What follows belongs to an exercise in optimizing a design on an open flow for small area; a production flow would make more cautious choices.
Where RTL was checked, it was by simulation tests only, not by an equivalence proof against the original.
No functional check of the RTL was part of runs 3 to 6.
No activity file was given, so power comes from the tool's default toggle rates.

### flow/config.mk
export PLATFORM = sky130hd
export DESIGN_NAME = configure
export DESIGN_NICKNAME = configure
export VERILOG_FILES = /design/flow/design.v
export SDC_FILE = /design/flow/constraint.sdc
export NUM_CORES = 4
export LEC_CHECK = 0
export ABC_AREA = 1
export CAP_MARGIN = 20
export CORE_MARGIN = 2
export CORE_UTILIZATION = 60
export SLEW_MARGIN = 20
### flow/standard.sh
#!/bin/bash
# synth_recipe.tcl (not shown) runs the flow's synth.tcl, then flattens the netlist and writes it again
# the make line also repeats each setting of config.mk as NAME=value (left out here)
make -C /OpenROAD-flow-scripts/flow DESIGN_CONFIG=/design/flow/config.mk WORK_HOME=/design/flow/orfs CLKGATE_MAP_FILE= SYNTH_SCRIPT=/design/flow/synth_recipe.tcl "${@:-finish}"
### flow/design.v
module configure (
	input             ctrl_s_axi_aclk,
	input             ctrl_s_axi_aresetn,
	input      [31:0] ctrl_s_axi_awaddr,
	input             ctrl_s_axi_awvalid,
	output            ctrl_s_axi_awready,
	input      [31:0] ctrl_s_axi_wdata,
	input      [3:0]  ctrl_s_axi_wstrb,
	input             ctrl_s_axi_wvalid,
	output            ctrl_s_axi_wready,
	output     [1:0]  ctrl_s_axi_bresp,
	output            ctrl_s_axi_bvalid,
	input             ctrl_s_axi_bready,
	input      [31:0] ctrl_s_axi_araddr,
	input             ctrl_s_axi_arvalid,
	output            ctrl_s_axi_arready,
	output     [31:0] ctrl_s_axi_rdata,
	output     [1:0]  ctrl_s_axi_rresp,
	output            ctrl_s_axi_rvalid,
	input             ctrl_s_axi_rready,
	input      [31:0] udt_state,
	input             state_valid,
	output            state_ready,
	output            Req_Connect,
	input             Res_Connect,
	output            Req_Close,
	input             Res_Close,
	input             Peer_Req_Close,
	output reg        Peer_Res_Close,
	output reg        user_valid,
	input             user_ready,
	output reg [31:0] Snd_Buffer_Size,
	output reg [31:0] Rev_Buffer_Size,
	output reg [31:0] FlightFlagSize,
	output reg [31:0] MSSize,
	output reg [31:0] INIT_SEQ
);
localparam [31:0] DEF_SND = 32'd8192, DEF_REV = 32'd8192,
                  DEF_FLT = 32'd256000, DEF_MSS = 32'd8000;
localparam [2:0] S_MSS = 3'd0, S_SND = 3'd1, S_REV = 3'd2, S_FLT = 3'd3,
                 S_SEQ = 3'd4, S_CON = 3'd5, S_CLS = 3'd6, S_UNK = 3'd7;
localparam [3:0] W_RST = 4'd0, W_INIT = 4'd1, W_IDLE = 4'd2, W_UPD = 4'd3,
                 W_SEL = 4'd4, W_WR = 4'd5, W_CHK = 4'd6, W_OK = 4'd7,
                 W_ERR = 4'd8, W_CORE = 4'd9;
localparam [2:0] R_RST = 3'd0, R_IDLE = 3'd1, R_ADDR = 3'd2, R_WAIT = 3'd3,
                 R_VAL = 3'd4, R_DEC = 3'd5;
reg [3:0]  ws;
reg [2:0]  sel;
reg [2:0]  rs;
reg [31:0] st;         
reg [31:0] rd_sel;     
wire [2:0] aw_sel = (|ctrl_s_axi_awaddr[31:3]) ? S_UNK : ctrl_s_axi_awaddr[2:0];
wire [2:0] ar_sel = (|ctrl_s_axi_araddr[31:3]) ? S_UNK : ctrl_s_axi_araddr[2:0];
wire st_ff  = &st;
wire sel_ok =
	(sel == S_MSS) ? (MSSize <= DEF_MSS) :
	(sel == S_SND) ? ((Snd_Buffer_Size << 3) <= 32'd1048576) :
	(sel == S_REV) ? ((Rev_Buffer_Size << 3) <= 32'd1048576) :
	(sel == S_FLT) ? (Rev_Buffer_Size < FlightFlagSize) :
	(sel == S_SEQ) ? 1'b1 :
	(sel == S_CON) ? (st == 32'h0 || st == 32'h1000) :
	(sel == S_CLS) ? (st == 32'h10) : 1'b0;
wire wr_go  = (ws == W_SEL) && ctrl_s_axi_wvalid;
wire err_go = (ws == W_CHK) && !sel_ok;
wire [31:0] mwd = ctrl_s_axi_wdata & {{8{ctrl_s_axi_wstrb[3]}}, {8{ctrl_s_axi_wstrb[2]}},
                                      {8{ctrl_s_axi_wstrb[1]}}, {8{ctrl_s_axi_wstrb[0]}}};
always @(posedge ctrl_s_axi_aclk or negedge ctrl_s_axi_aresetn)
	if (!ctrl_s_axi_aresetn)
		ws <= W_RST;
	else
		case (ws)
			W_RST:  ws <= W_INIT;
			W_INIT: ws <= W_IDLE;
			W_IDLE: ws <= ctrl_s_axi_awvalid ? W_SEL : state_valid ? W_UPD : W_IDLE;
			W_UPD:  ws <= W_IDLE;
			W_SEL:  if (ctrl_s_axi_wvalid) ws <= W_WR;
			W_WR:   ws <= W_CHK;
			W_CHK:  ws <= (sel_ok && sel != S_UNK) ? W_OK : W_ERR;
			W_OK:   if (ctrl_s_axi_bready) ws <= (sel == S_CON || sel == S_CLS) ? W_CORE : W_IDLE;
			W_ERR:  if (ctrl_s_axi_bready) ws <= W_IDLE;
			W_CORE: if (sel == S_CON ? Res_Connect : Res_Close) ws <= W_IDLE;
			default: ws <= W_IDLE;
		endcase
always @(posedge ctrl_s_axi_aclk)
	if (ws == W_IDLE)
		sel <= aw_sel;
assign ctrl_s_axi_awready = (ws == W_IDLE) || (ws == W_SEL) ||
	(sel == S_UNK && (ws == W_WR || ws == W_CHK || ws == W_ERR));
assign ctrl_s_axi_wready  = (ws == W_SEL) || (ws == W_WR && sel == S_UNK);
assign ctrl_s_axi_bvalid  = (ws == W_OK) || (ws == W_ERR);
assign ctrl_s_axi_bresp   = {2{ws == W_ERR}};
assign state_ready        = (ws == W_UPD);
assign Req_Connect        = (ws == W_CORE) && (sel == S_CON);
assign Req_Close          = (ws == W_CORE) && (sel == S_CLS);
always @(posedge ctrl_s_axi_aclk or negedge ctrl_s_axi_aresetn)
	if (!ctrl_s_axi_aresetn) begin
		MSSize          <= 32'h0;
		Snd_Buffer_Size <= 32'h0;
		Rev_Buffer_Size <= 32'h0;
		FlightFlagSize  <= 32'h0;
		INIT_SEQ        <= 32'h0;
	end else if (ws == W_RST) begin
		MSSize          <= MSSize | DEF_MSS;
		Snd_Buffer_Size <= Snd_Buffer_Size | DEF_SND;
		Rev_Buffer_Size <= Rev_Buffer_Size | DEF_REV;
		FlightFlagSize  <= FlightFlagSize | DEF_FLT;
	end else begin
		if (wr_go && sel == S_MSS) MSSize          <= mwd;
		if (wr_go && sel == S_SND) Snd_Buffer_Size <= mwd;
		if (wr_go && sel == S_REV) Rev_Buffer_Size <= mwd;
		if (wr_go && sel == S_FLT) FlightFlagSize  <= mwd;
		if (wr_go && sel == S_SEQ) INIT_SEQ        <= mwd;
		if (err_go && sel == S_MSS) MSSize          <= 32'hffff_ffff;
		if (err_go && sel == S_SND) Snd_Buffer_Size <= 32'hffff_ffff;
		if (err_go && sel == S_REV) Rev_Buffer_Size <= 32'hffff_ffff;
		if (err_go && sel == S_FLT) FlightFlagSize  <= 32'hffff_ffff;
		if (err_go && sel == S_SEQ) INIT_SEQ        <= 32'hffff_ffff;
	end
always @(posedge ctrl_s_axi_aclk or negedge ctrl_s_axi_aresetn)
	if (!ctrl_s_axi_aresetn)
		st <= 32'h0;
	else if (ws == W_IDLE && !ctrl_s_axi_awvalid && state_valid && !st_ff)
		st <= udt_state;
	else if (err_go && (sel == S_CON || sel == S_CLS))
		st <= 32'hffff_ffff;
	else if (ws == W_OK && ctrl_s_axi_bready && sel == S_CON)
		st <= 32'h1;
	else if (ws == W_OK && ctrl_s_axi_bready && sel == S_CLS)
		st <= 32'h100;
always @(posedge ctrl_s_axi_aclk or negedge ctrl_s_axi_aresetn)
	if (!ctrl_s_axi_aresetn)
		rs <= R_RST;
	else
		case (rs)
			R_RST, R_IDLE: rs <= ctrl_s_axi_arvalid ? R_ADDR : R_IDLE;
			R_ADDR:        rs <= (ar_sel == S_UNK) ? R_DEC : R_WAIT;
			R_WAIT:        rs <= R_VAL;
			default:       rs <= R_IDLE;
		endcase
always @(posedge ctrl_s_axi_aclk)
	if (rs == R_RST || rs == R_IDLE)
		case (ar_sel)
			S_MSS:   rd_sel <= MSSize;
			S_SND:   rd_sel <= Snd_Buffer_Size;
			S_REV:   rd_sel <= Rev_Buffer_Size;
			S_FLT:   rd_sel <= FlightFlagSize;
			S_SEQ:   rd_sel <= INIT_SEQ;
			S_CON,
			S_CLS:   rd_sel <= st;
			default: rd_sel <= 32'hffff_ffff;
		endcase
assign ctrl_s_axi_arready = (rs == R_IDLE);
assign ctrl_s_axi_rvalid  = (rs == R_VAL) || (rs == R_DEC);
assign ctrl_s_axi_rdata   = ctrl_s_axi_rvalid ? rd_sel : 32'h0;
assign ctrl_s_axi_rresp   = (rs == R_DEC) ? 2'b01 : (rs == R_VAL && &rd_sel) ? 2'b11 : 2'b00;
always @(posedge ctrl_s_axi_aclk or negedge ctrl_s_axi_aresetn)
	if (!ctrl_s_axi_aresetn) begin
		user_valid     <= 1'b0;
		Peer_Res_Close <= 1'b0;
	end else if (Peer_Req_Close || Res_Close) begin
		user_valid     <= 1'b1;
		Peer_Res_Close <= 1'b0;
	end else if (user_ready) begin
		user_valid     <= 1'b0;
		Peer_Res_Close <= 1'b1;
	end
endmodule
### flow/constraint.sdc
create_clock -name core_clock -period 5.0 [get_ports {ctrl_s_axi_aclk}]
set_input_delay 1.0000 -clock core_clock [delete_from_list [all_inputs] [get_ports {ctrl_s_axi_aclk}]]
set_output_delay 1.0000 -clock core_clock [all_outputs]
set_load 0.01 [all_outputs]
### flow/flow/run.sh
#!/bin/bash
set -euo pipefail
export BUFFER_PORTS_ARGS="-buffer_cell sky130_fd_sc_hd__buf_1"
bash standard.sh > standard.log 2>&1
==> out/results.tsv, run 1 <==
metric	value	unit
numCtsBuffers	26	
hold_buffers	0	
critPathLaunchType	register	
dr.pass1.iters	6	
wl_per_cell	20.85	µm
final_cells	2376	
grt_pass1_wl	75620	µm
io_buffers	348	
root_buffer	clkbuf_16	
syn_area	13390	µm²
clk_latency	0.54	ns
synth_most_common_cell	nand2_1	
start_util	0.6116	
die-height	153.4	µm
area_delta_synth_final	16.81	%
vias	14430	
hold_violations	0	
synth_warnings	1	
crit_buf_inv	2	
synth_common_cells	nand2_1, dfrtp_1, inv_1, nand3_1, nor2_1	
path_cells	inv_1, nor4_1, nand3_1, o22ai_1, buf_1	
die-area	23530	µm²
synth_nets	1953	
cp_slowest_cell	nor4_1	
ir_drop	0.2681	mV
drc	0	
netlist_instances	1778	
grt_util_all_layers	0.4134	
hpwl	36340	µm
synthArstFlopShare	0.8517	
fin_skew	0.01734	ns
htree_num_levels	1	
cp.arrival	2.35	ns
dp_cells	2328	
yosysTopAreaCell	dfrtp_1	
place_ws	1.286	ns
ys_types	44	
status	timing/DRC/antenna clean	
antenna_found_initial	1	
fin_util	0.7144	
synth_top_area_share	0.3757	
cp_slowest_stage_delay	0.70	ns
required	4.00	ns
setup_violations	0	
cts_setup_buffers	0	
drive_gt1_frac	0.04866	
cap_viol_max_count	0	
grt_pass1_vias	13240	
synth.avg_cell_area	7.530	µm²
rsz0062_at_grt	no	
gr-total-overflow	0	
cts_tree	done	
clk_pin_slew	0.06	ns
die_width	153.4	µm
relSlewSlack	0.3488	
synthFlopType	dfrtp_1	
tns	0	ns
crit_path_end_kind	output pin	
min_path_type	register to register	
tightest_slew	0.9757	ns
cts.sinks	236	
nets	2251	
fin_crit_sh	0.6695	
first_iter_violations	2017	
path_max_fanout	2	
grt_max_degree	77	
clock.fmax	298.7	MHz
cts-resized-gates	0	
via_per_inst	6.074	
pin_count	350	
p_leak	7.912	nW
final_max_slew_viol_count	0	
ys_seq_area_frac	0.4542	
drt_wl_total	49550	µm
rows	54	
floorplan.core_area	21890	µm²
gp_congestion	1.031	
critical-path-top-delay-family	simple AND/OR/NAND/NOR gates	
min_period	3.347	ns
clock_path_buffers	3	
netlist_top_cells_area	dfrtp_1, nand2_1, edfxtp_1, nand3_1, inv_1	
criticalPathCategory	register to output pin	
synth_edf_count	35	
cellPowerDensity	389.9	nW/µm²
drtAntennaViolNets	0	
insertedDiodeCount	0	
fin_ws	1.653	ns
synth-seq-cells	236	
==> final cells by class <==
| cell class | count | area [µm²] |
|---|---|---|
| clock inverters | 8 | 68.82 |
| flip-flops and latches | 236 | 6081 |
| inverters | 208 | 780.7 |
| repair buffers | 367 | 1478 |
| clock buffers | 40 | 825.8 |
| multi-input cells | 1237 | 6056 |
| well taps | 280 | 350.3 |
| fillers | 1871 | 6251 |
==> state kept, by name (all words and copies together), names as in the netlist, 4 cells and up <==
register,cells
FlightFlagSize,32
MSSize,32
Rev_Buffer_Size,32
rd_sel,32
INIT_SEQ,32
ws,4
st,32
Snd_Buffer_Size,32
==> report_power, final <==
| group | internal [mW] | switching, mW |
|---|---|---|
| clock network | 1.19 | 0.809 |
| logic | 0.499 | 1.05 |
| registers | 2.25 | 0.307 |
| total | 3.93 | 2.17 |
==> per-stage QoR <==
stage / instance area (µm²) / total power, mW / hold WS (ns)
finish: 15640 / 6.098 / 0.4894
global route: 15640 / 6.368 / 0.5155
CTS: 15640 / 6.045 / 0.4915
detailed placement: 14750 / 4.073 / 0.4779
global placement: 14750 / 4.023 / 0.4639
floorplan: 13390 / 3.432 / 0.5059
==> final timing paths <==
| kind | startpoint | endpoint | slack (ns) | cells past startpoint |
|---|---|---|---|---|
| min reg2reg | Peer_Res_Close | Peer_Res_Close | 0.49 | 1 |
| max | rd_sel[2] | ctrl_s_axi_rresp[0] | 1.65 | 5 |
| min | Peer_Res_Close | Peer_Res_Close | 0.49 | 1 |
| max in group asynchronous | ctrl_s_axi_aresetn | FlightFlagSize[7] | 3.45 | 2 |
| max reg2reg | Rev_Buffer_Size[11] | MSSize[0] | 1.78 | 15 |
| min in group asynchronous | ctrl_s_axi_aresetn | rs[0] | 0.60 | 1 |
==> per-layer routing <==
metal  vias up  track usage  part of all wire
li1       6463            -                 -
met2      1153       0.6129              0.42
met1      6666       0.5901              0.39
met3       148       0.1233              0.15
met5         -            0           0.00022
met4         2       0.1276             0.039
==> cell usage in the layout, fill, tap and decap left out, types with 2 or more instances in the layout <==
cell type,instances
nand2_1,556
buf_1,347
dfrtp_1,201
inv_1,197
nand3_1,178
nor2_1,147
a21oi_1,67
o21ai_0,61
nand4_1,43
edfxtp_1,35
ha_1,31
o22ai_1,28
clkbuf_16,28
nor4_1,26
nor3_1,17
buf_4,17
o311ai_0,15
o311ai_1,15
o2111ai_1,14
inv_2,10
clkbuf_8,8
clkinv_2,6
nand2_2,5
nand3_4,4
clkbuf_1,4
nor3_2,3
o21a_1,3
nor2_2,2
o221ai_1,2
nor3_4,2
a31oi_1,2
nand3_2,2
nand2_4,2
buf_12,2
==> logic make-up (layout without fill, tap and decap cells) <==
logic type	count (synthesis)	count (layout)	synth area share
AO/OA/AOI/OAI	213	213	0.09728
adder cells (fa/ha/maj)	31	31	0.02897
AND/OR/NAND/NOR	993	993	0.3253
buffers and inverters	305	623	0.09429
flip-flops	236	236	0.4542
==> run 2: changes to the inputs <==
==> flow/run.sh (new file) <==
#!/bin/bash
# synth_recipe.tcl (not shown) runs the flow's synth.tcl, then flattens the netlist and writes it again
# the make line also repeats each setting of config.mk as NAME=value (left out here)
make -C /OpenROAD-flow-scripts/flow DESIGN_CONFIG=/design/flow/config.mk WORK_HOME=/design/flow/orfs CLKGATE_MAP_FILE= SYNTH_SCRIPT=/design/flow/synth_recipe.tcl finish
removed: flow/flow/run.sh
removed: flow/standard.sh
==> out/results.tsv, run 2 <==
metric	value	unit	change
status	timing/DRC/antenna clean		
cts-resized-gates	0		unchanged
synth_common_cells	nand2_1, dfrtp_1, inv_1, nand3_1, nor2_1		
rsz0062_at_grt	no		
cts_setup_buffers	0		unchanged
relSlewSlack	0.3411		-0.007685
yosysTopAreaCell	dfrtp_1		
wl_per_cell	21.93	µm	+5.2%
nets	2251		unchanged
synth_top_family_by_area	simple AND/OR/NAND/NOR gates		
synth_xor_area_frac	0		unchanged
clk_latency	0.54	ns	about the same
required	4.00	ns	about the same
synthArstFlopShare	0.8517		unchanged
cts_tree	done		
synthSimpleGateAreaFrac	0.3253		unchanged
pin_count	350		unchanged
min_path_cells	1		unchanged
setup_violations	0		unchanged
synth_fa_ha_area_frac	0.02897		unchanged
netlist_instances	1778		unchanged
synth_edf_count	35		unchanged
r2r_cells	16		+1
hold_violations	0		unchanged
path_max_fanout	33		+31
criticalPathCategory	register to output pin		
gr-total-overflow	0		unchanged
synth_most_common_cell	nand2_1		
most-common-layout-cells	nand2_1, clkdlybuf4s50_1, dfrtp_1		
floorplan.core_area	21890	µm²	unchanged
reg2reg_to	FlightFlagSize[12]		
numCtsBuffers	25		-3.8%
vias	14870		+3.0%
regArea	6081	µm²	unchanged
ir_drop	0.2826	mV	+5.4%
netlist_top_cells_area	dfrtp_1, nand2_1, edfxtp_1, nand3_1, inv_1		
clk_pin_slew	0.06	ns	about the same
drtAntennaViolNets	0		unchanged
cap_viol_max_count	0		unchanged
r2r_slack	1.47	ns	-0.31 ns
die-height	153.4	µm	unchanged
cellPowerDensity	353.0	nW/µm²	-9.5%
synth.avg_cell_area	7.530	µm²	unchanged
grt_pass1_vias	14070		+6.2%
gp_congestion	1.012		-1.8%
path_cells	inv_1, nor2_1, inv_1, nor2_1, nand3_1, o22ai_1, clkdlybuf4s50_1		
cp_slowest_cell	clkdlybuf4s50_1		
synthFlopType	dfrtp_1		
drt_wl_total	52070	µm	+5.1%
reg2reg_from	FlightFlagSize[11]		
crit_path_end_kind	output pin		
nFillCells	1449		-23%
start_util	0.6116		unchanged
grt_pass1_wl	80440	µm	+6.4%
crit_buf_inv	3		+1
cts.sinks	236		unchanged
synth_nets	1953		unchanged
area_delta_synth_final	32.10	%	
tightest_slew	0.9883	ns	+0.01260 ns
clock.fmax	268.6	MHz	-10%
ys_types	44		unchanged
fin_crit_sh	0.7446		+0.07511
io_buffers	348		unchanged
rows	54		unchanged
synth.area.mux_share	0		unchanged
hold_end	Peer_Res_Close		
synth-compound-area-share	0.09728		unchanged
final_max_slew_viol_count	0		unchanged
synth-seq-cells	236		unchanged
ys_seq_area_frac	0.4542		unchanged
min_period	3.723	ns	+0.3755 ns
synth_warnings	1		unchanged
multi_input_area	6056	µm²	unchanged
antenna_found_initial	1		unchanged
cp_slowest_stage_delay	0.57	ns	-0.13 ns
final_common_cell	nand2_1		
crit_path_start	rs[2]		
clock_path_buffers	3		unchanged
cp.arrival	2.72	ns	+0.37 ns
power.total	6.243	mW	+2.4%
drc	0		unchanged
drive_gt1_frac	0.04491		-0.003753
first_iter_violations	2164		+7.3%
min_path_type	register to register		
critPathLaunchType	register		
synth_top_area_share	0.3757		unchanged
min-delay-start	Peer_Res_Close		
p_leak	8.831	nW	+12%
die-area	23530	µm²	unchanged
tns	0	ns	unchanged
hold_buffers	0		unchanged
dr.pass1.iters	6		unchanged
hpwl	37700	µm	+3.7%
die_width	153.4	µm	unchanged
root_buffer	clkbuf_16		
fin_skew	0.01138	ns	-0.005959 ns
syn_area	13390	µm²	unchanged
grt_max_degree	115		+49%
htree_num_levels	1		unchanged
grt_util_all_layers	0.4371		+0.02376
critical-path-top-delay-family	buffers and inverters		
via_per_inst	6.262		+3.1%
## run 2: cell counts after synthesis
Identical to the previous run, type by type.
## run 2: routing by layer
layer  GRT usage  share of wire
met1      0.6030           0.36
met2      0.6497           0.43
met3      0.1429           0.16
met4      0.1616          0.041
met5           0              0
## run 2: area by class of cell
cell class                      count  share of cell area
Tap cell                          280             0.01981
Sequential cell                   236              0.3438
Inverter                          208             0.04414
Clock inverter                     10            0.004315
Antenna cell                        1           0.0001415
Multi-Input combinational cell   1237              0.3424
Clock buffer                       34             0.03905
Timing Repair Buffer              368              0.2064
## run 2: metrics by stage
| stage | instances | setup WS, ns | cell area, µm² | utilization | hold slack (ns) |
|---|---|---|---|---|---|
| finish | 2374 | 1.277 | 17690 | 0.8080 | 0.4758 |
| global route | 2374 | 1.123 | 17690 | 0.8080 | 0.5198 |
| CTS | 2373 | 1.281 | 17680 | 0.8078 | 0.4799 |
| detailed placement | 2329 | 1.097 | 16920 | 0.7728 | 0.4782 |
| global placement | 2329 | 1.211 | 16920 | 0.7728 | 0.4675 |
| floorplan | 1778 | 2.430 | 13390 | - | 0.5059 |
## run 2: worst max path at each step
stage / endpoint / slack (ns) / depth (start not counted)
after floorplan: rd_sel[13] / 2.43 / 9
after global placement: rd_sel[6] / 1.21 / 10
after detailed placement: rd_sel[6] / 1.10 / 10
after CTS: ctrl_s_axi_rresp[0] / 1.28 / 7
after global routing: ctrl_s_axi_rresp[0] / 1.12 / 7
final: ctrl_s_axi_rresp[0] / 1.28 / 7
## run 2: logic make-up (layout without fill, tap and decap cells)
| kind of cell | count (synthesis) | after routing |
|---|---|---|
| adders and majority gates | 31 | 31 |
| other | 0 | 1 |
| buffers and inverters | 305 | 620 |
| AOI/OAI and AO/OA | 213 | 213 |
| DFF | 236 | 236 |
| and+or+nand+nor | 993 | 993 |
## run 2: report_power, final
group	total, mW	switching, mW	internal, mW
logic	1.88	1.07	0.806
clock network	1.80	0.783	1.02
registers	2.57	0.319	2.25
total	6.24	2.17	4.07
==> run 3: changes to the inputs <==
--- a/flow/design.v
+++ b/flow/design.v
@@ -51,2 +51,11 @@
 reg [31:0] rd_sel;     
+function lt32;
+	input [31:0] a, b;
+	integer i;
+	begin
+		lt32 = 1'b0;
+		for (i = 0; i < 32; i = i + 1)
+			lt32 = (~a[i] & b[i]) | (~a[i] & lt32) | (b[i] & lt32);
+	end
+endfunction
 wire [2:0] aw_sel = (|ctrl_s_axi_awaddr[31:3]) ? S_UNK : ctrl_s_axi_awaddr[2:0];
@@ -54,7 +63,11 @@
 wire st_ff  = &st;
+wire mss_ok = ~lt32(DEF_MSS, MSSize);
+wire snd_ok = ~lt32(32'd1048576, Snd_Buffer_Size << 3);
+wire rev_ok = ~lt32(32'd1048576, Rev_Buffer_Size << 3);
+wire flt_ok = lt32(Rev_Buffer_Size, FlightFlagSize);
 wire sel_ok =
-	(sel == S_MSS) ? (MSSize <= DEF_MSS) :
-	(sel == S_SND) ? ((Snd_Buffer_Size << 3) <= 32'd1048576) :
-	(sel == S_REV) ? ((Rev_Buffer_Size << 3) <= 32'd1048576) :
-	(sel == S_FLT) ? (Rev_Buffer_Size < FlightFlagSize) :
+	(sel == S_MSS) ? mss_ok :
+	(sel == S_SND) ? snd_ok :
+	(sel == S_REV) ? rev_ok :
+	(sel == S_FLT) ? flt_ok :
 	(sel == S_SEQ) ? 1'b1 :
@@ -94,2 +107,4 @@
 assign Req_Close          = (ws == W_CORE) && (sel == S_CLS);
+wire [31:0] pv = mwd | {32{ws == W_CHK}};
+wire        pl = wr_go || err_go;
 always @(posedge ctrl_s_axi_aclk or negedge ctrl_s_axi_aresetn)
@@ -106,13 +121,8 @@
 		FlightFlagSize  <= FlightFlagSize | DEF_FLT;
-	end else begin
-		if (wr_go && sel == S_MSS) MSSize          <= mwd;
-		if (wr_go && sel == S_SND) Snd_Buffer_Size <= mwd;
-		if (wr_go && sel == S_REV) Rev_Buffer_Size <= mwd;
-		if (wr_go && sel == S_FLT) FlightFlagSize  <= mwd;
-		if (wr_go && sel == S_SEQ) INIT_SEQ        <= mwd;
-		if (err_go && sel == S_MSS) MSSize          <= 32'hffff_ffff;
-		if (err_go && sel == S_SND) Snd_Buffer_Size <= 32'hffff_ffff;
-		if (err_go && sel == S_REV) Rev_Buffer_Size <= 32'hffff_ffff;
-		if (err_go && sel == S_FLT) FlightFlagSize  <= 32'hffff_ffff;
-		if (err_go && sel == S_SEQ) INIT_SEQ        <= 32'hffff_ffff;
+	end else if (pl) begin
+		if (sel == S_MSS) MSSize          <= pv;
+		if (sel == S_SND) Snd_Buffer_Size <= pv;
+		if (sel == S_REV) Rev_Buffer_Size <= pv;
+		if (sel == S_FLT) FlightFlagSize  <= pv;
+		if (sel == S_SEQ) INIT_SEQ        <= pv;
 	end
==> flow/flow/run.sh (new file) <==
#!/bin/bash
set -euo pipefail
export BUFFER_PORTS_ARGS="-buffer_cell sky130_fd_sc_hd__buf_1"
bash standard.sh > standard.log 2>&1
==> flow/standard.sh (new file) <==
#!/bin/bash
# synth_recipe.tcl (not shown) runs the flow's synth.tcl, then flattens the netlist and writes it again
# the make line also repeats each setting of config.mk as NAME=value (left out here)
make -C /OpenROAD-flow-scripts/flow DESIGN_CONFIG=/design/flow/config.mk WORK_HOME=/design/flow/orfs CLKGATE_MAP_FILE= SYNTH_SCRIPT=/design/flow/synth_recipe.tcl "${@:-finish}"
--- a/flow/config.mk
+++ b/flow/config.mk
@@ -7,6 +7,5 @@
 export LEC_CHECK = 0
-export ABC_AREA = 1
 export CAP_MARGIN = 20
 export CORE_MARGIN = 2
-export CORE_UTILIZATION = 60
+export CORE_UTILIZATION = 40
 export SLEW_MARGIN = 20
removed: flow/run.sh
==> out/results.tsv, run 3 <==
metric	value	unit	change
reg2reg_from	sel[2]		
cts_setup_buffers	0		unchanged
netlist_instances	1124		-37%
stdcell_area	14020	µm²	-21%
dr.pass1.iters	9		+3
synthSimpleGateAreaFrac	0.1794		-0.1459
clk_pin_slew	0.06	ns	about the same
hold_buffers	0		unchanged
synth_xor_area_frac	0.0007561		+0.0007561
most-common-layout-cells	buf_1, dfrtp_1, nand2_1		
ir_drop	0.2269	mV	-20%
grt_util_all_layers	0.2901		-0.1470
clk_latency	0.53	ns	about the same
ys_types	63		+43%
multi_input_area	5055	µm²	-17%
gp_congestion	0.9305		-8.0%
min-delay-start	Peer_Res_Close		
hpwl	33560	µm	-11%
synthFlopType	dfrtp_1		
synth_common_cells	dfrtp_1, nand2_1, o22a_1, clkbuf_1, nand3_1		
die-height	174.2	µm	+14%
numCtsBuffers	27		+8.0%
relSlewSlack	0.3002		-0.04098
criticalPathCategory	register to register		
final_common_cell	buf_1		
cellPowerDensity	470.0	nW/µm²	+33%
synth_nets	1268		-35%
die-area	30340	µm²	+29%
first_iter_violations	1352		-38%
syn_area	11580	µm²	-13%
drc	0		unchanged
hold_violations	0		unchanged
synth_top_area_share	0.4342		+0.05855
fin_util	0.4897		-0.3183
insertedDiodeCount	0		-1
crit_path_end_kind	register		
rsz0062_at_grt	no		
start_util	0.4047		-0.2070
final_max_slew_viol_count	0		unchanged
fin_skew	0.02061	ns	+0.009223 ns
critPathLaunchType	register		
cp.arrival	4.07	ns	+1.35 ns
power.total	6.589	mW	+5.5%
clock_path_buffers	3		unchanged
grt_pass1_vias	10640		-24%
htree_num_levels	1		unchanged
grt_pass1_wl	67050	µm	-17%
synthArstFlopShare	0.8517		unchanged
ys_seq_area_frac	0.5250		+0.07079
synth_fa_ha_area_frac	0.001728		-0.02724
tightest_slew	1.049	ns	+0.06032 ns
yosysTopAreaCell	dfrtp_1		
fin_crit_sh	0.7249		-0.01975
netlist_top_cells_area	dfrtp_1, o22a_1, edfxtp_1, nand2_1, a222oi_1		
drtAntennaViolNets	0		unchanged
cap_viol_max_count	0		unchanged
synth_top_family_by_area	compound AO/OA/AOI/OAI gates		
via_per_inst	6.152		-1.8%
pin_count	350		unchanged
tns	0	ns	unchanged
wl_per_cell	24.93	µm	+14%
synth_most_common_cell	dfrtp_1		
synth_edf_count	35		unchanged
vias	11270		-24%
root_buffer	clkbuf_16		
drive_gt1_frac	0.05663		+0.01172
grt_max_degree	80		-30%
io_buffers	348		unchanged
setup_violations	0		unchanged
gr-total-overflow	0		unchanged
antenna_found_initial	1		unchanged
min_path_type	register to register		
cts-resized-gates	0		unchanged
synth-seq-cells	236		unchanged
path_max_fanout	34		+3.0%
synth.area.mux_share	0.002592		+0.002592
crit_path_start	sel[2]		
regArea	6081	µm²	unchanged
die_width	174.2	µm	+14%
cts.sinks	236		unchanged
synth_warnings	1		unchanged
min_period	3.624	ns	-0.09873 ns
nets	1574		-30%
area_delta_synth_final	21.01	%	
p_leak	4.573	nW	-48%
status	timing/DRC/antenna clean		
required	5.45	ns	+1.45 ns
nFillCells	2819		+95%
synth-compound-area-share	0.2484		+0.1512
clock.fmax	275.9	MHz	+2.7%
drt_wl_total	45670	µm	-12%
synth.avg_cell_area	10.31	µm²	+37%
place_area	13210	µm²	-22%
cts_tree	done		
rows	62		+15%
floorplan.core_area	28630	µm²	+31%
## run 3: cell type report
class                           instances  area share
Clock buffer                           40     0.05382
Clock inverter                          7    0.002946
Inverter                               28    0.007498
Multi-Input combinational cell        767      0.3606
Sequential cell                       236      0.4338
Tap cell                              384     0.03428
Timing Repair Buffer                  370      0.1070
## run 3: metal layers
layer	vias to the layer above	track usage	routed length [µm]
li1	4938	-	-
met1	5607	0.4124	19380
met2	660	0.4492	20420
met3	65	0.06037	4628
met4	0	0.08438	1245
met5	-	0	0
## run 3: cell families (layout without fill, tap and decap cells)
kind of cell	after synthesis	count (layout)
mux	3	3
simple gates	419	419
flops	236	236
compound gates	342	342
fa+ha+maj	2	2
buf+inv	121	445
xor+xnor	1	1
## run 3: through the flow
step | setup WS (ns) | hold slack, ns | instances
after global placement | 1.311 | 0.4634 | 1785
after floorplan | 1.878 | 0.4561 | 1124
after global routing | 1.255 | 0.5163 | 1832
after CTS | 1.427 | 0.5055 | 1832
final | 1.376 | 0.4954 | 1832
after detailed placement | 1.272 | 0.4923 | 1785
## run 3: path summary, 6_finish.rpt
kind                                      endpoint  slack, ns  cells after the start
worst max-delay path             FlightFlagSize[7]       1.38                      8
worst min-delay path                Peer_Res_Close       0.50                      1
worst max register to register   FlightFlagSize[7]       1.38                      8
worst min register to register      Peer_Res_Close       0.50                      1
max in group asynchronous       Snd_Buffer_Size[7]       3.44                      2
min in group asynchronous               user_valid       0.61                      1
## run 3: where the power goes
group          internal (mW)  switching [mW]
logic                  0.704            1.01
clock network           1.04           0.771
registers               2.36           0.706
## run 3: worst max-delay path: stages (launching register included)
cell and delay, ns:
edfxtp_1 0.63, nand3b_1 0.26, buf_4 0.45, a211oi_1 0.14, nor3_1 0.57, o21bai_4 0.17
a21oi_2 0.70, buf_4 0.42, o22a_1 0.19
==> run 4: changes to the inputs <==
--- a/flow/config.mk
+++ b/flow/config.mk
@@ -10,2 +10,3 @@
 export CORE_UTILIZATION = 40
+export CTS_BUF_LIST = sky130_fd_sc_hd__clkbuf_4
 export SLEW_MARGIN = 20
==> out/results.tsv, run 4 <==
metric	value	unit	change
ys_types	63		unchanged
final_common_cell	buf_1		
cts_setup_buffers	0		unchanged
rows	62		unchanged
io_buffers	348		unchanged
hold_violations	0		unchanged
cellPowerDensity	471.4	nW/µm²	+0.28%
tightest_slew	1.071	ns	+0.02250 ns
final_max_slew_viol_count	0		unchanged
grt_pass1_wl	67770	µm	+1.1%
hpwl	33560	µm	unchanged
ir_drop	0.2034	mV	-10%
antenna_found_initial	2		+1
netlist_instances	1124		unchanged
dr.pass1.iters	9		unchanged
start_util	0.4047		unchanged
htree_num_levels	3		+2
most-common-layout-cells	buf_1, dfrtp_1, nand2_1		
cp_slowest_cell	a21oi_2		
required	5.57	ns	+0.12 ns
ys_seq_area_frac	0.5250		unchanged
drt_wl_total	45990	µm	+0.69%
final_cells	1908		+4.1%
clock.fmax	273.4	MHz	-0.91%
synth_edf_count	35		unchanged
gr-total-overflow	0		unchanged
netlist_top_cells_area	dfrtp_1, o22a_1, edfxtp_1, nand2_1, a222oi_1		
path_max_fanout	34		unchanged
first_iter_violations	1271		-6.0%
dp_cells	1785		unchanged
hold_buffers	0		unchanged
synth_common_cells	dfrtp_1, nand2_1, o22a_1, clkbuf_1, nand3_1		
setup_violations	0		unchanged
wl_per_cell	24.10	µm	-3.3%
syn_area	11580	µm²	unchanged
p_leak	4.725	nW	+3.3%
min_period	3.657	ns	+0.03316 ns
path_cells	nand3b_1, buf_4, a211oi_1, nor3_1, o21bai_4, a21oi_2, buf_4, o22a_1		
fin_skew	0.04814	ns	+0.02753 ns
synthFlopType	dfrtp_1		
numCtsBuffers	68		+150%
drc	0		unchanged
area_delta_synth_final	21.99	%	
synthArstFlopShare	0.8517		unchanged
clock_path_buffers	3		unchanged
grt_pass1_vias	10980		+3.1%
cts-resized-gates	0		unchanged
cpMostUsedCell	buf_4		
fin_crit_sh	0.7315		+0.006632
pin_count	350		unchanged
critPathLaunchType	register		
tns	0	ns	unchanged
nets	1615		+2.6%
synth_nets	1268		unchanged
synth_most_common_cell	dfrtp_1		
relSlewSlack	0.2851		-0.01502
yosysTopAreaCell	dfrtp_1		
root_buffer	clkbuf_4		
cp.arrival	4.23	ns	+0.16 ns
criticalPathCategory	register to register		
synth_warnings	1		unchanged
cap_viol_max_count	0		unchanged
grt_max_degree	80		unchanged
vias	11530		+2.3%
power.total	6.661	mW	+1.1%
drive_gt1_frac	0.1057		+0.04908
synth-seq-cells	236		unchanged
cp_slowest_stage_delay	0.70	ns	about the same
drtAntennaViolNets	0		unchanged
floorplan.core_area	28630	µm²	unchanged
synth.avg_cell_area	10.31	µm²	unchanged
clk_pin_slew	0.06	ns	about the same
min_path_type	input pin to async pin		
die-area	30340	µm²	unchanged
via_per_inst	6.045		-1.7%
crit_path_end_kind	register		
status	timing/DRC/antenna clean		
cts_tree	done		
rsz0062_at_grt	no		
grt_util_all_layers	0.2954		+0.005316
cts.sinks	236		unchanged
gp_congestion	0.9305		unchanged
clk_latency	0.67	ns	+0.14 ns
synth_top_area_share	0.4342		unchanged
die-height	174.2	µm	unchanged
die_width	174.2	µm	unchanged
## run 4: cell counts after synthesis
Identical to the previous run, type by type.
## run 4: worst max-delay path, delay by kind of cell, from the launching register on
family	cells	cell delay (ns)
AOI/OAI and AO/OA	4	1.22
buffers and inverters	2	0.88
DFF	1	0.64
and+or+nand+nor	2	0.83
## run 4: metrics by stage
stage	instance area [µm²]	setup slack, ns	hold slack (ns)	util
global route	14130	1.280	0.5102	0.4937
floorplan	11580	1.878	0.4561	-
global placement	13210	1.311	0.4634	0.4615
detailed placement	13210	1.272	0.4923	0.4615
finish	14130	1.343	0.4790	0.4937
CTS	14120	1.426	0.4549	0.4932
## run 4: cells by family after synthesis
family | Yosys count | synth area share
adders and majority gates | 2 | 0.001728
muxes | 3 | 0.002592
buffers and inverters | 121 | 0.04213
xor gates and xnor gates | 1 | 0.0007562
and+or+nand+nor | 419 | 0.1794
AOI/OAI and AO/OA | 342 | 0.2484
DFF | 236 | 0.5250
## run 4: layout make-up
type	count	area, µm²
clock inverter	13	88.84
tap	384	480.5
fill	2864	14490
sequential	236	6081
multi-input combinational	767	5055
clock buffer	109	818.3
antenna	1	2.502
timing repair buffer	370	1500
inverter	28	105.1
## run 4: final timing paths
kind                       slack (ns)                 end  cells past startpoint               start
max                              1.34  FlightFlagSize[19]                      8              sel[2]
min                              0.48          user_valid                      1  ctrl_s_axi_aresetn
max reg2reg                      1.34  FlightFlagSize[19]                      8              sel[2]
min reg2reg                      0.50      Peer_Res_Close                      1      Peer_Res_Close
max in group asynchronous        3.56  Snd_Buffer_Size[9]                      2  ctrl_s_axi_aresetn
min in group core_clock          0.50      Peer_Res_Close                      1      Peer_Res_Close
## run 4: per-layer routing
layer	vias to the layer above	share of wire	track usage
met2	700	0.45	0.4499
li1	5066	-	-
met1	5683	0.41	0.4072
met3	85	0.11	0.07765
met5	-	0	0
met4	0	0.030	0.1071
## run 4: power breakdown
part           internal [mW]  total [mW]  switching (mW)
clock network           1.04        1.88           0.844
logic                  0.704        1.71            1.01
registers               2.36        3.06           0.704
==> run 5: changes to the inputs <==
--- a/flow/config.mk
+++ b/flow/config.mk
@@ -10,3 +10,4 @@
 export CORE_UTILIZATION = 40
-export CTS_BUF_LIST = sky130_fd_sc_hd__clkbuf_4
+export CTS_CLUSTER_DIAMETER = 60
+export CTS_CLUSTER_SIZE = 20
 export SLEW_MARGIN = 20
==> out/results.tsv, run 5 <==
metric	value	unit	change
p_leak	4.532	nW	-4.1%
fin_crit_sh	0.7261		-0.005368
relSlewSlack	0.3023		+0.01719
rsz0062_at_grt	no		
antenna_found_initial	1		-1
floorplan.core_area	28630	µm²	unchanged
required	5.45	ns	-0.12 ns
synth_common_cells	dfrtp_1, nand2_1, o22a_1, clkbuf_1, nand3_1		
insertedDiodeCount	0		-1
grt_pass1_wl	66850	µm	-1.4%
crit_path_end_kind	register		
cp_slowest_cell	a21oi_2		
htree_num_levels	1		-2
gr-total-overflow	0		unchanged
syn_area	11580	µm²	unchanged
pin_count	350		unchanged
drive_gt1_frac	0.05424		-0.05147
min_period	3.631	ns	-0.02684 ns
clk_pin_slew	0.07	ns	about the same
critical-path-top-delay-family	compound AO/OA/AOI/OAI gates		
ys_seq_area_frac	0.5250		unchanged
final_cells	1822		-4.5%
vias	11240		-2.6%
status	timing/DRC/antenna clean		
tightest_slew	1.045	ns	-0.02576 ns
first_iter_violations	1202		-5.4%
grt_util_all_layers	0.2901		-0.005343
drtAntennaViolNets	0		unchanged
nets	1568		-2.9%
grt_pass1_vias	10540		-4.0%
die-height	174.2	µm	unchanged
via_per_inst	6.166		+2.0%
ir_drop	0.2076	mV	+2.1%
rows	62		unchanged
synthArstFlopShare	0.8517		unchanged
root_buffer	clkbuf_16		
setup_violations	0		unchanged
io_buffers	348		unchanged
drc	0		unchanged
hpwl	33560	µm	unchanged
netlist_instances	1124		unchanged
ys_types	63		unchanged
cp.arrival	4.08	ns	-0.15 ns
clock_path_buffers	3		unchanged
die_width	174.2	µm	unchanged
reg2reg_from	sel[2]		
cts.sinks	236		unchanged
netlist_top_cells_area	dfrtp_1, o22a_1, edfxtp_1, nand2_1, a222oi_1		
fin_skew	0.02694	ns	-0.02120 ns
synth_most_common_cell	dfrtp_1		
yosysTopAreaCell	dfrtp_1		
synthFlopType	dfrtp_1		
cts_tree	done		
start_util	0.4047		unchanged
dp_cells	1785		unchanged
final_max_slew_viol_count	0		unchanged
dr.pass1.iters	6		-3
cellPowerDensity	467.8	nW/µm²	-0.76%
die-area	30340	µm²	unchanged
clk_latency	0.53	ns	-0.14 ns
cts_setup_buffers	0		unchanged
drt_wl_total	45600	µm	-0.85%
synth_edf_count	35		unchanged
crit_path_start	sel[2]		
synth_nets	1268		unchanged
synth-seq-cells	236		unchanged
final_common_cell	buf_1		
synth.avg_cell_area	10.31	µm²	unchanged
cts-resized-gates	0		unchanged
tns	0	ns	unchanged
hold_violations	0		unchanged
path_max_fanout	34		unchanged
most-common-layout-cells	buf_1, dfrtp_1, nand2_1		
criticalPathCategory	register to register		
min-delay-start	Peer_Res_Close		
synth_warnings	1		unchanged
min_path_type	register to register		
cap_viol_max_count	0		unchanged
numCtsBuffers	21		-69%
crit_buf_inv	2		unchanged
area_delta_synth_final	20.38	%	
cp_slowest_stage_delay	0.71	ns	about the same
wl_per_cell	25.03	µm	+3.8%
gp_congestion	0.9305		unchanged
clock.fmax	275.4	MHz	+0.74%
grt_max_degree	80		unchanged
path_cells	nand3b_1, buf_4, a211oi_1, nor3_1, o21bai_4, a21oi_2, buf_4, o22a_1		
synth_top_area_share	0.4342		unchanged
cpMostUsedCell	buf_4		
hold_buffers	0		unchanged
critPathLaunchType	register		
-- run 5: cell types whose count changed in the layout (fill, tap and decap cells not counted), sizes merged --
cell / change
bufinv: +2
clkbuf: -85
clkinv: -3
clkinvlp: -1
diode: -1
inv: +2
-- run 5: cell type report --
type / instances / area [µm²]
clock buffer: 24 / 536.8
clock inverter: 13 / 186.4
fill: 2838 / 14680
inverter: 28 / 105.1
multi-input combinational: 767 / 5055
sequential: 236 / 6081
tap: 384 / 480.5
timing repair buffer: 370 / 1500
-- run 5: power by group --
part           internal [mW]  switching, mW
combinational          0.704           1.01
clock                  0.955          0.798
sequential              2.36          0.697
-- run 5: final timing paths --
| check | to | slack [ns] | cells after the start |
|---|---|---|---|
| worst max-delay path | FlightFlagSize[5] | 1.37 | 8 |
| worst min-delay path | Peer_Res_Close | 0.50 | 1 |
| worst max register to register | FlightFlagSize[5] | 1.37 | 8 |
| worst min register to register | Peer_Res_Close | 0.50 | 1 |
| max in group asynchronous | INIT_SEQ[9] | 3.43 | 2 |
| min in group asynchronous | st[0] | 0.61 | 1 |
-- run 5: cells by family (layout without fill, tap and decap cells) --
logic type,Yosys count,in the layout,synth area share
AOI/OAI and AO/OA,342,342,0.2484
xor gates and xnor gates,1,1,0.0007562
adders and majority gates,2,2,0.001728
buffers and inverters,121,435,0.04213
DFF,236,236,0.5250
muxes,3,3,0.002592
and+or+nand+nor,419,419,0.1794
-- run 5: metal layers --
metal	global-route usage	vias to the layer above	routed length [µm]
li1	-	4924	-
met1	0.4113	5622	19220
met2	0.4494	614	20590
met3	0.06190	75	4503
met4	0.08403	0	1285
met5	0	-	0
-- run 5: per-stage QoR --
step	util	power, mW	setup WS (ns)	hold WS, ns	area, µm²
3_5_place_dp	0.4615	4.769	1.272	0.4923	13210
3_3_place_gp	0.4615	4.729	1.311	0.4634	13210
4_1_cts	0.4868	6.508	1.427	0.5070	13930
6_report	0.4871	6.523	1.369	0.4968	13940
2_1_floorplan	-	3.923	1.878	0.4561	11580
5_1_grt	0.4871	6.828	1.244	0.5178	13940
==> run 6: changes to the inputs <==
--- a/flow/config.mk
+++ b/flow/config.mk
@@ -9,5 +9,5 @@
 export CORE_MARGIN = 2
-export CORE_UTILIZATION = 40
+export CORE_UTILIZATION = 65
 export CTS_CLUSTER_DIAMETER = 60
-export CTS_CLUSTER_SIZE = 20
+export CTS_CLUSTER_SIZE = 30
 export SLEW_MARGIN = 20
==> out/results.tsv, run 6 <==
metric	value	unit	change
status	timing/DRC/antenna clean		
setup_violations	0		unchanged
fin_skew	0.02636	ns	-0.0005807 ns
dr.pass1.iters	8		+2
drc	0		unchanged
path_max_fanout	34		unchanged
cp_slowest_cell	a21oi_2		
cts_setup_buffers	0		unchanged
synthFlopType	dfrtp_1		
final_common_cell	buf_1		
ys_types	63		unchanged
min_path_type	register to register		
synthArstFlopShare	0.8517		unchanged
antenna_found_initial	2		+1
root_buffer	clkbuf_16		
synth-seq-cells	236		unchanged
synth_warnings	1		unchanged
io_buffers	348		unchanged
synth_common_cells	dfrtp_1, nand2_1, o22a_1, clkbuf_1, nand3_1		
die-area	18900	µm²	-38%
htree_num_levels	1		unchanged
synth_edf_count	35		unchanged
clock_path_buffers	3		unchanged
reg2reg_to	MSSize[7]		
power_frac_clock	0.232		-0.037
start_util	0.6674		+0.2627
grt_util_all_layers	0.4199		+0.1298
hold_end	Peer_Res_Close		
relSlewSlack	0.2842		-0.01808
pin_count	350		unchanged
cpMostUsedCell	buf_4		
gr-total-overflow	0		unchanged
synth_nets	1268		unchanged
yosysTopAreaCell	dfrtp_1		
cp_slowest_stage_delay	0.81	ns	+0.10 ns
fin_crit_sh	0.6967		-0.02937
final_max_slew_viol_count	0		unchanged
numCtsBuffers	16		-24%
critPathLaunchType	register		
clk_latency	0.50	ns	-0.03 ns
netSwitchingFraction	0.3849		+0.0006463
p_sw	2.378	mW	-5.1%
netlist_top_cells_area	dfrtp_1, o22a_1, edfxtp_1, nand2_1, a222oi_1		
most-common-layout-cells	buf_1, dfrtp_1, nand2_1		
die_width	137.5	µm	-21%
cellPowerDensity	454.7	nW/µm²	-2.8%
required	5.43	ns	-0.02 ns
rsz0062_at_grt	no		
cp.arrival	3.91	ns	-0.17 ns
cts.sinks	236		unchanged
hold_ws	0.4795	ns	-0.01735 ns
cts_tree	done		
criticalPathCategory	register to register		
via_per_inst	6.972		+13%
tns	0	ns	unchanged
vias	11550		+2.8%
ys_seq_area_frac	0.5250		unchanged
die-height	137.5	µm	-21%
min_period	3.484	ns	-0.1468 ns
r2r_cells	8		unchanged
path_cells	nand3b_1, buf_4, a211oi_1, nor3_1, o21bai_4, a21oi_2, buf_4, o22a_1		
hpwl	29070	µm	-13%
drive_gt1_frac	0.05031		-0.003928
crit_buf_inv	2		unchanged
p_leak	4.466	nW	-1.5%
p_int	3.800	mW	-5.4%
wl_per_cell	24.22	µm	-3.2%
first_iter_violations	1631		+36%
grt_max_degree	92		+15%
drt_wl_total	40140	µm	-12%
grt_pass1_vias	10330		-1.9%
r2r_slack	1.52	ns	+0.15 ns
netlist_instances	1124		unchanged
hold_violations	0		unchanged
comb_power_share	0.274		+0.011
critical-path-top-delay-family	compound AO/OA/AOI/OAI gates		
ir_drop	0.3407	mV	+64%
reg2reg_from	sel[2]		
clock.fmax	287.0	MHz	+4.2%
min-delay-start	Peer_Res_Close		
area_delta_synth_final	17.28	%	
cap_viol_max_count	0		unchanged
cts-resized-gates	0		unchanged
synth.avg_cell_area	10.31	µm²	unchanged
drtAntennaViolNets	0		unchanged
floorplan.core_area	17360	µm²	-39%
tightest_slew	1.072	ns	+0.02710 ns
synth_most_common_cell	dfrtp_1		
syn_area	11580	µm²	unchanged
grt_pass1_wl	59650	µm	-11%
seqPwrFrac	0.494		+0.026
rows	48		-23%
crit_path_end_kind	register		
min_path_cells	1		unchanged
nets	1565		-0.19%
clk_pin_slew	0.08	ns	about the same
hold_buffers	0		unchanged
synth_top_area_share	0.4342		unchanged
gp_congestion	1.016		+9.1%
## run 6: cell counts after synthesis
No cell type changed its count.
## run 6: power by group through the flow
stage	combinational [mW]	sequential, mW	clock, mW
floorplan	1.06	2.86	0
global placement	1.62	3.02	0
detailed placement	1.67	3.03	0
CTS	1.69	2.99	1.43
global route	1.87	3.07	1.51
finish	1.69	3.05	1.43
## run 6: layout make-up
cell class	instances	area, µm²
Clock buffer	21	470.5
Tap cell	225	281.5
Sequential cell	236	6081
Timing Repair Buffer	372	1510
Inverter	28	105.1
Fill cell	1196	3771
Antenna cell	1	2.502
Multi-Input combinational cell	767	5042
Clock inverter	7	92.59
## run 6: worst register-to-register path, delay by kind of cell, from the launching register on
family | cells | cell delay, ns
buf+inv | 2 | 0.76
simple gates | 2 | 0.76
flops | 1 | 0.62
compound gates | 4 | 1.29
## run 6: kinds of logic (layout without fill, tap and decap cells)
family	after synthesis	after routing	share of synthesized area
compound gates	342	342	0.2484
xor+xnor	1	1	0.0007562
fa+ha+maj	2	2	0.001728
buf+inv	121	428	0.04213
flops	236	236	0.5250
mux	3	3	0.002592
other cells	0	1	0
simple gates	419	419	0.1794
## run 6: per-stage QoR
stage	worst slack (ns)	total power, mW	area [µm²]	cells	utilization
detailed placement	1.373	4.703	13000	1626	0.7488
floorplan	1.878	3.923	11580	1124	-
CTS	1.584	6.115	13560	1654	0.7813
global route	1.361	6.450	13580	1656	0.7826
global placement	1.401	4.638	13000	1626	0.7488
finish	1.516	6.177	13590	1657	0.7827
## run 6: how the worst max path moves through the flow
stage	depth (start not counted)	from	end
finish	8	sel[2]	MSSize[7]
CTS	8	Rev_Buffer_Size[28]	st[15]
detailed placement	9	ctrl_s_axi_araddr[6]	rd_sel[26]
global placement	9	ctrl_s_axi_araddr[6]	rd_sel[26]
global route	8	sel[2]	MSSize[1]
floorplan	2	rs[2]	ctrl_s_axi_arready
## run 6: metal layers
metal	global-route usage	share of wire	vias up
met5	0	0.00032	-
met2	0.6393	0.45	933
li1	-	-	4926
met3	0.1236	0.14	146
met4	0.1432	0.040	2
met1	0.5809	0.36	5546
==> run 7: changes to the inputs <==
--- a/flow/design.v
+++ b/flow/design.v
@@ -128,2 +128,7 @@
 	end
+wire st_upd = (ws == W_IDLE) && !ctrl_s_axi_awvalid && state_valid && !st_ff;
+wire st_err = err_go && (sel == S_CON || sel == S_CLS);
+wire st_con = (ws == W_OK) && ctrl_s_axi_bready && (sel == S_CON);
+wire st_cls = (ws == W_OK) && ctrl_s_axi_bready && (sel == S_CLS);
+wire st_ld  = st_upd || st_err || st_con || st_cls;
 always @(posedge ctrl_s_axi_aclk or negedge ctrl_s_axi_aresetn)
@@ -131,10 +136,5 @@
 		st <= 32'h0;
-	else if (ws == W_IDLE && !ctrl_s_axi_awvalid && state_valid && !st_ff)
-		st <= udt_state;
-	else if (err_go && (sel == S_CON || sel == S_CLS))
-		st <= 32'hffff_ffff;
-	else if (ws == W_OK && ctrl_s_axi_bready && sel == S_CON)
-		st <= 32'h1;
-	else if (ws == W_OK && ctrl_s_axi_bready && sel == S_CLS)
-		st <= 32'h100;
+	else
+		st <= ({32{st_upd}} & udt_state) | {32{st_err}} |
+		      {23'h0, st_cls, 7'h0, st_con} | ({32{!st_ld}} & st);
 always @(posedge ctrl_s_axi_aclk or negedge ctrl_s_axi_aresetn)
==> flow/flow/run.sh (replaced) <==
#!/bin/bash
set -euo pipefail
export BUFFER_PORTS_ARGS="-buffer_cell sky130_fd_sc_hd__buf_1"
export CTS_ARGS="-sink_clustering_enable -repair_clock_nets -dont_use_dummy_load -sink_clustering_size 20 -sink_clustering_max_diameter 60"
bash standard.sh > standard.log 2>&1
--- a/flow/config.mk
+++ b/flow/config.mk
@@ -9,5 +9,3 @@
 export CORE_MARGIN = 2
-export CORE_UTILIZATION = 65
-export CTS_CLUSTER_DIAMETER = 60
-export CTS_CLUSTER_SIZE = 30
+export CORE_UTILIZATION = 40
 export SLEW_MARGIN = 20
==> out/results.tsv, run 7 <==
metric	value	unit	change
power_frac_clock	0.318		+0.086
hold_buffers	0		unchanged
setup_violations	0		unchanged
tns	0	ns	unchanged
drive_gt1_frac	0.05378		+0.003465
grt_pass1_wl	69680	µm	+17%
synth_edf_count	35		unchanged
floorplan.core_area	27930	µm²	+61%
synth_warnings	1		unchanged
syn_area	11420	µm²	-1.4%
synthSimpleGateAreaFrac	0.1632		-0.01621
clk_latency	0.52	ns	+0.02 ns
first_iter_violations	1136		-30%
clock.fmax	260.5	MHz	-9.2%
multi_input_area	5009	µm²	-0.67%
min_period	3.839	ns	+0.3551 ns
place_ws	1.250	ns	-0.1229 ns
r2r_slack	1.16	ns	-0.36 ns
seqPwrFrac	0.529		+0.035
clock_path_buffers	3		unchanged
ys_types	60		-4.8%
hold_violations	0		unchanged
final_cells	1754		+5.9%
cts_tree	done		
hpwl	34210	µm	+18%
pin_count	350		unchanged
insertedDiodeCount	0		-1
area_delta_synth_final	20.10	%	
hold_ws	0.3836	ns	-0.09586 ns
synth_nets	1203		-5.1%
comb_power_share	0.154		-0.120
antenna_found_initial	0		-2
cap_viol_max_count	0		unchanged
synth-seq-cells	236		unchanged
required	5.41	ns	-0.02 ns
status	timing/DRC/antenna clean		
drt_wl_total	46870	µm	+17%
synth_common_cells	dfrtp_1, a2bb2oi_1, a22oi_1, clkbuf_1, nand2_1		
synth_top_family_by_area	compound AO/OA/AOI/OAI gates		
root_buffer	clkbuf_16		
cts-resized-gates	0		unchanged
via_per_inst	6.336		-9.1%
rsz0062_at_grt	no		
cellPowerDensity	326.3	nW/µm²	-28%
vias	11110		-3.8%
ys_seq_area_frac	0.5323		+0.007360
critPathLaunchType	register		
synth_most_common_cell	dfrtp_1		
gp_congestion	0.9178		-9.6%
fin_crit_sh	0.7678		+0.07102
grt_max_degree	125		+36%
io_buffers	348		unchanged
fin_skew	0.03237	ns	+0.006009 ns
die_width	173.0	µm	+26%
nFillCells	2739		+130%
most-common-layout-cells	buf_1, dfrtp_1, a2bb2oi_1		
final_common_cell	buf_1		
dp_cells	1733		+6.6%
relSlewSlack	0.2659		-0.01835
min_path_type	input pin to async pin		
regArea	6081	µm²	unchanged
p_sw	1.334	mW	-44%
gr-total-overflow	0		unchanged
synth_fa_ha_area_frac	0.004381		+0.002653
netSwitchingFraction	0.2980		-0.08692
final_max_slew_viol_count	0		unchanged
tightest_slew	1.097	ns	+0.02465 ns
dr.pass1.iters	7		-1
synth.area.mux_share	0.001972		-0.0006208
cts_setup_buffers	0		unchanged
drc	0		unchanged
cp.arrival	4.24	ns	+0.33 ns
numCtsBuffers	21		+5
grt_util_all_layers	0.3044		-0.1155
rows	61		+27%
criticalPathCategory	register to register		
synth.avg_cell_area	10.79	µm²	+4.7%
synth_top_area_share	0.4403		+0.006088
netlist_instances	1059		-5.8%
synth_xor_area_frac	0.0007667		+0.00001060
nets	1522		-2.7%
path_max_fanout	22		-35%
ir_drop	0.2417	mV	-29%
r2r_cells	9		+1
p_leak	4.794	nW	+7.3%
die-area	29930	µm²	+58%
p_int	3.142	mW	-17%
synthFlopType	dfrtp_1		
htree_num_levels	1		unchanged
yosysTopAreaCell	dfrtp_1		
drtAntennaViolNets	0		unchanged
wl_per_cell	26.72	µm	+10%
die-height	173.0	µm	+26%
netlist_top_cells_area	dfrtp_1, edfxtp_1, a2bb2oi_1, a22oi_1, o22a_1		
synth-compound-area-share	0.2613		+0.01290
crit_path_end_kind	register		
grt_pass1_vias	10520		+1.8%
power.total	4.476	mW	-28%
clk_pin_slew	0.07	ns	about the same
fin_ws	1.161	ns	-0.3551 ns
cts.sinks	236		unchanged
synthArstFlopShare	0.8517		unchanged
start_util	0.4089		-0.2584
[run 7: cell types whose count changed after synthesis, moves of 10 or more]
cell       previous run  this run
nand2_1             177        62
a2bb2oi_1             2       102
o22a_1              145        46
a22oi_1               8        65
a221o_1               0        30
o211ai_1             34         4
a222oi_1             29         2
and2_1               34        52
nor2_1               31        49
buf_2                24        11
o31a_1                0        12
o32a_1               13         1
nor2b_1              21        11
[run 7: layer usage]
metal | vias up | part of all wire | global-route usage
li1 | 4787 | - | -
met1 | 5555 | 0.41 | 0.4310
met2 | 679 | 0.45 | 0.4757
met3 | 93 | 0.11 | 0.06794
met4 | 0 | 0.028 | 0.07486
met5 | - | 0 | 0
[run 7: critical path: stages (launching register included)]
cell and delay, ns:
dfrtp_1 0.42, nor2b_1 0.18, a2111oi_0 0.47, o2111ai_1 0.23, a211oi_1 0.50, o311a_1 0.29, nand3_2 0.32, a21boi_2 0.68
buf_4 0.46, a2bb2oi_1 0.19
[run 7: layout make-up]
class                   instances  share of cell area
multi-input cells             719              0.3651
well taps                     378             0.03447
inverters                      25            0.006840
repair buffers                375              0.1121
clock buffers                  21             0.03830
flip-flops and latches        236              0.4432
[run 7: final timing paths]
path | start | end
setup / recovery | FlightFlagSize[11] | INIT_SEQ[11]
hold / removal | ctrl_s_axi_aresetn | Snd_Buffer_Size[13]
setup reg to reg | FlightFlagSize[11] | INIT_SEQ[11]
hold reg to reg | Peer_Res_Close | Peer_Res_Close
max in group asynchronous | ctrl_s_axi_aresetn | MSSize[25]
min in group core_clock | Peer_Res_Close | Peer_Res_Close
[run 7: cells by family (layout without fill, tap and decap cells)]
logic type	count (synthesis)	count (layout)
AOI/OAI and AO/OA	365	365
xor gates and xnor gates	1	1
adders and majority gates	5	5
buffers and inverters	104	421
DFF	236	236
muxes	2	2
and+or+nand+nor	346	346
[run 7: power groups by stage]
stage | Sequential, mW | Clock [mW] | Combinational, mW
finish | 2.37 | 1.42 | 0.687
global route | 2.39 | 1.50 | 0.764
CTS | 2.36 | 1.44 | 0.690
detailed placement | 2.39 | 0 | 0.688
global placement | 2.39 | 0 | 0.675
floorplan | 2.26 | 0 | 0.476
[run 7: per-stage QoR]
step / cell area, µm² / util
floorplan: 11420 / -
global placement: 13180 / 0.4717
detailed placement: 13190 / 0.4721
CTS: 13710 / 0.4910
global route: 13720 / 0.4911
finish: 13720 / 0.4911
==> run 8: changes to the inputs <==
==> flow/flow/run.sh (replaced) <==
#!/bin/bash
set -euo pipefail
export BUFFER_PORTS_ARGS="-buffer_cell sky130_fd_sc_hd__buf_1"
export CTS_ARGS="-sink_clustering_enable -repair_clock_nets -dont_use_dummy_load -sink_clustering_size 16 -sink_clustering_max_diameter 40 -buf_list sky130_fd_sc_hd__clkbuf_8"
bash standard.sh > standard.log 2>&1
--- a/flow/config.mk
+++ b/flow/config.mk
@@ -9,3 +9,3 @@
 export CORE_MARGIN = 2
-export CORE_UTILIZATION = 40
+export CORE_UTILIZATION = 65
 export SLEW_MARGIN = 20
==> out/results.tsv, run 8 <==
metric	value	unit	change
cts.sinks	236		unchanged
final_common_cell	buf_1		
fin_crit_sh	0.8193		+0.05158
criticalPathCategory	register to register		
cap_viol_max_count	0		unchanged
netlist_top_cells_area	dfrtp_1, edfxtp_1, a2bb2oi_1, a22oi_1, o22a_1		
antenna_found_initial	0		unchanged
min_period	4.097	ns	+0.2579 ns
relSlewSlack	0.2552		-0.01067
vias	11580		+4.2%
synthArstFlopShare	0.8517		unchanged
root_buffer	clkbuf_8		
status	timing/DRC/antenna clean		
crit_buf_inv	1		unchanged
most-common-layout-cells	buf_1, dfrtp_1, a2bb2oi_1		
dp_cells	1582		-8.7%
grt_max_degree	68		-46%
synth_nets	1203		unchanged
insertedDiodeCount	0		unchanged
hold_violations	0		unchanged
min_path_type	register to register		
synth-seq-cells	236		unchanged
rsz0062_at_grt	no		
cp_slowest_stage_delay	0.93	ns	+0.25 ns
p_leak	4.773	nW	-0.43%
drtAntennaViolNets	0		unchanged
place_area	12980	µm²	-1.6%
ys_seq_area_frac	0.5323		unchanged
tightest_slew	1.113	ns	+0.01594 ns
clk_pin_slew	0.07	ns	about the same
hold_buffers	0		unchanged
path_cells	nor2b_1, a2111oi_0, o221ai_1, o211ai_1, a31o_2, nand3_2, a21oi_2, buf_4, a2bb2oi_1		
final_cells	1617		-7.8%
first_iter_violations	1808		+59%
critPathLaunchType	register		
ys_types	60		unchanged
cellPowerDensity	323.2	nW/µm²	-0.93%
synth_top_area_share	0.4403		unchanged
gp_congestion	0.9835		+7.2%
nets	1538		+1.1%
grt_util_all_layers	0.4486		+0.1441
setup_violations	0		unchanged
cp_slowest_cell	a21oi_2		
drt_wl_total	42150	µm	-10%
die-height	136.6	µm	-21%
grt_pass1_vias	10510		-0.019%
die_width	136.6	µm	-21%
cts-resized-gates	0		unchanged
rows	48		-21%
pin_count	350		unchanged
critical-path-top-delay-family	compound AO/OA/AOI/OAI gates		
crit_path_end_kind	register		
via_per_inst	7.159		+13%
wl_per_cell	26.07	µm	-2.4%
syn_area	11420	µm²	unchanged
cts_tree	done		
fin_skew	0.05572	ns	+0.02335 ns
drc	0		unchanged
numCtsBuffers	35		+67%
io_buffers	348		unchanged
netlist_instances	1059		unchanged
synth_edf_count	35		unchanged
final_max_slew_viol_count	0		unchanged
floorplan.core_area	17240	µm²	-38%
yosysTopAreaCell	dfrtp_1		
clock.fmax	244.1	MHz	-6.3%
synth_most_common_cell	dfrtp_1		
fin_util	0.7811		+0.2899
path_max_fanout	18		-18%
synth.avg_cell_area	10.79	µm²	unchanged
stdcell_area	13460	µm²	-1.9%
grt_pass1_wl	61930	µm	-11%
tns	0	ns	unchanged
clk_latency	0.54	ns	+0.02 ns
dr.pass1.iters	6		-1
area_delta_synth_final	17.85	%	
drive_gt1_frac	0.06394		+0.01016
start_util	0.6627		+0.2538
htree_num_levels	2		+1
cts_setup_buffers	0		unchanged
cp.arrival	4.53	ns	+0.29 ns
gr-total-overflow	0		unchanged
clock_path_buffers	3		unchanged
required	5.43	ns	+0.02 ns
synth_common_cells	dfrtp_1, a2bb2oi_1, a22oi_1, clkbuf_1, nand2_1		
synthFlopType	dfrtp_1		
die-area	18650	µm²	-38%
ir_drop	0.2762	mV	+14%
hpwl	30250	µm	-12%
synth_warnings	1		unchanged
run 8: report_power, final:
group,total (mW),leakage (nW),switching [mW],internal (mW)
sequential,2.37,2.33,0.264,2.10
combinational,0.686,2.19,0.387,0.299
clock,1.30,0.252,0.678,0.619
run 8: per-stage QoR:
step                total power, mW  hold WS [ns]  worst slack (ns)
floorplan                     2.735        0.4561             1.878
global placement              3.033        0.4735             1.148
detailed placement            3.056        0.4844             1.119
CTS                           4.310        0.4916             1.088
global route                  4.491        0.5241            0.7564
finish                        4.352        0.4867            0.9033
run 8: final timing paths:
check	from	cells after the start	slack, ns	end
worst max-delay path	FlightFlagSize[22]	9	0.90	FlightFlagSize[5]
worst min-delay path	Peer_Res_Close	1	0.49	Peer_Res_Close
worst max register to register	FlightFlagSize[22]	9	0.90	FlightFlagSize[5]
worst min register to register	Peer_Res_Close	1	0.49	Peer_Res_Close
max in group asynchronous	ctrl_s_axi_aresetn	2	3.24	Snd_Buffer_Size[31]
min in group asynchronous	ctrl_s_axi_aresetn	1	0.65	INIT_SEQ[10]
run 8: layout make-up:
cell class | count | area [µm²]
Clock buffer | 35 | 481.7
Multi-Input combinational cell | 719 | 4997
Timing Repair Buffer | 377 | 1528
Inverter | 25 | 93.84
Fill cell | 1176 | 3774
Sequential cell | 236 | 6081
Tap cell | 225 | 281.5
run 8: logic make-up (layout without fill, tap and decap cells):
logic type / after synthesis / in the layout / share of synthesized area
AND/OR/NAND/NOR: 346 / 346 / 0.1632
flip-flops: 236 / 236 / 0.5323
multiplexers: 2 / 2 / 0.001971
AO/OA/AOI/OAI: 365 / 365 / 0.2613
adder cells (fa/ha/maj): 5 / 5 / 0.004381
XOR/XNOR: 1 / 1 / 0.0007668
buffers and inverters: 104 / 437 / 0.03603
run 8: per-layer routing:
layer	global-route usage	vias up	wire length [µm]
li1	-	4816	-
met1	0.6101	5426	14600
met2	0.6725	1126	18810
met3	0.1293	208	6466
met4	0.2043	0	2284
met5	0	-	0

-- afterwards: timing with drivers on the ports --
How much do the figures lean on ideal ports? The routed layouts below were timed once more, with nothing changed but the port constraints. Step 1 sets driving cells, clkbuf_16 on the clock port and buf_2 on the other inputs (assumed; they add their load-dependent delay and slew). Step 2 adds t to the input delays and takes it off the output delays; t is the mean of the earliest and latest rising clock arrival at the registers after step 1. Input paths then give back, and output paths get back, about the clock's delay inside the block. a / b / c = ideal / step 1 / step 2; a / b = the first two.
run | shift t [ns] | setup slack, ns | worst setup path after step 2 | pins driven straight from the clock port
run 1 | 0.583 | 1.653 / 1.604 / 1.123 | input to register | 1
run 2 | 0.582 | 1.277 / 1.228 / 0.942 | input to register | 1
run 3 | 0.570 | 1.376 / 1.376 / 1.149 | input to register | 1
run 4 | 0.693 | 1.343 / 1.343 / 1.164 | input to register | 1
run 5 | 0.561 | 1.369 / 1.369 / 1.143 | input to register | 1
run 6 | 0.532 | 1.516 / 1.516 / 1.277 | input to register | 1
run 7 | 0.550 | 1.161 / 1.161 / 1.161 | register to register | 1
run 8 | 0.555 | 0.903 / 0.903 / 0.903 | register to register | 1
After both steps setup and hold are still met in every run listed. For run 1, which loses most, drivers alone change the setup slack by -0.049 ns; drivers and shift together by -0.530 ns.
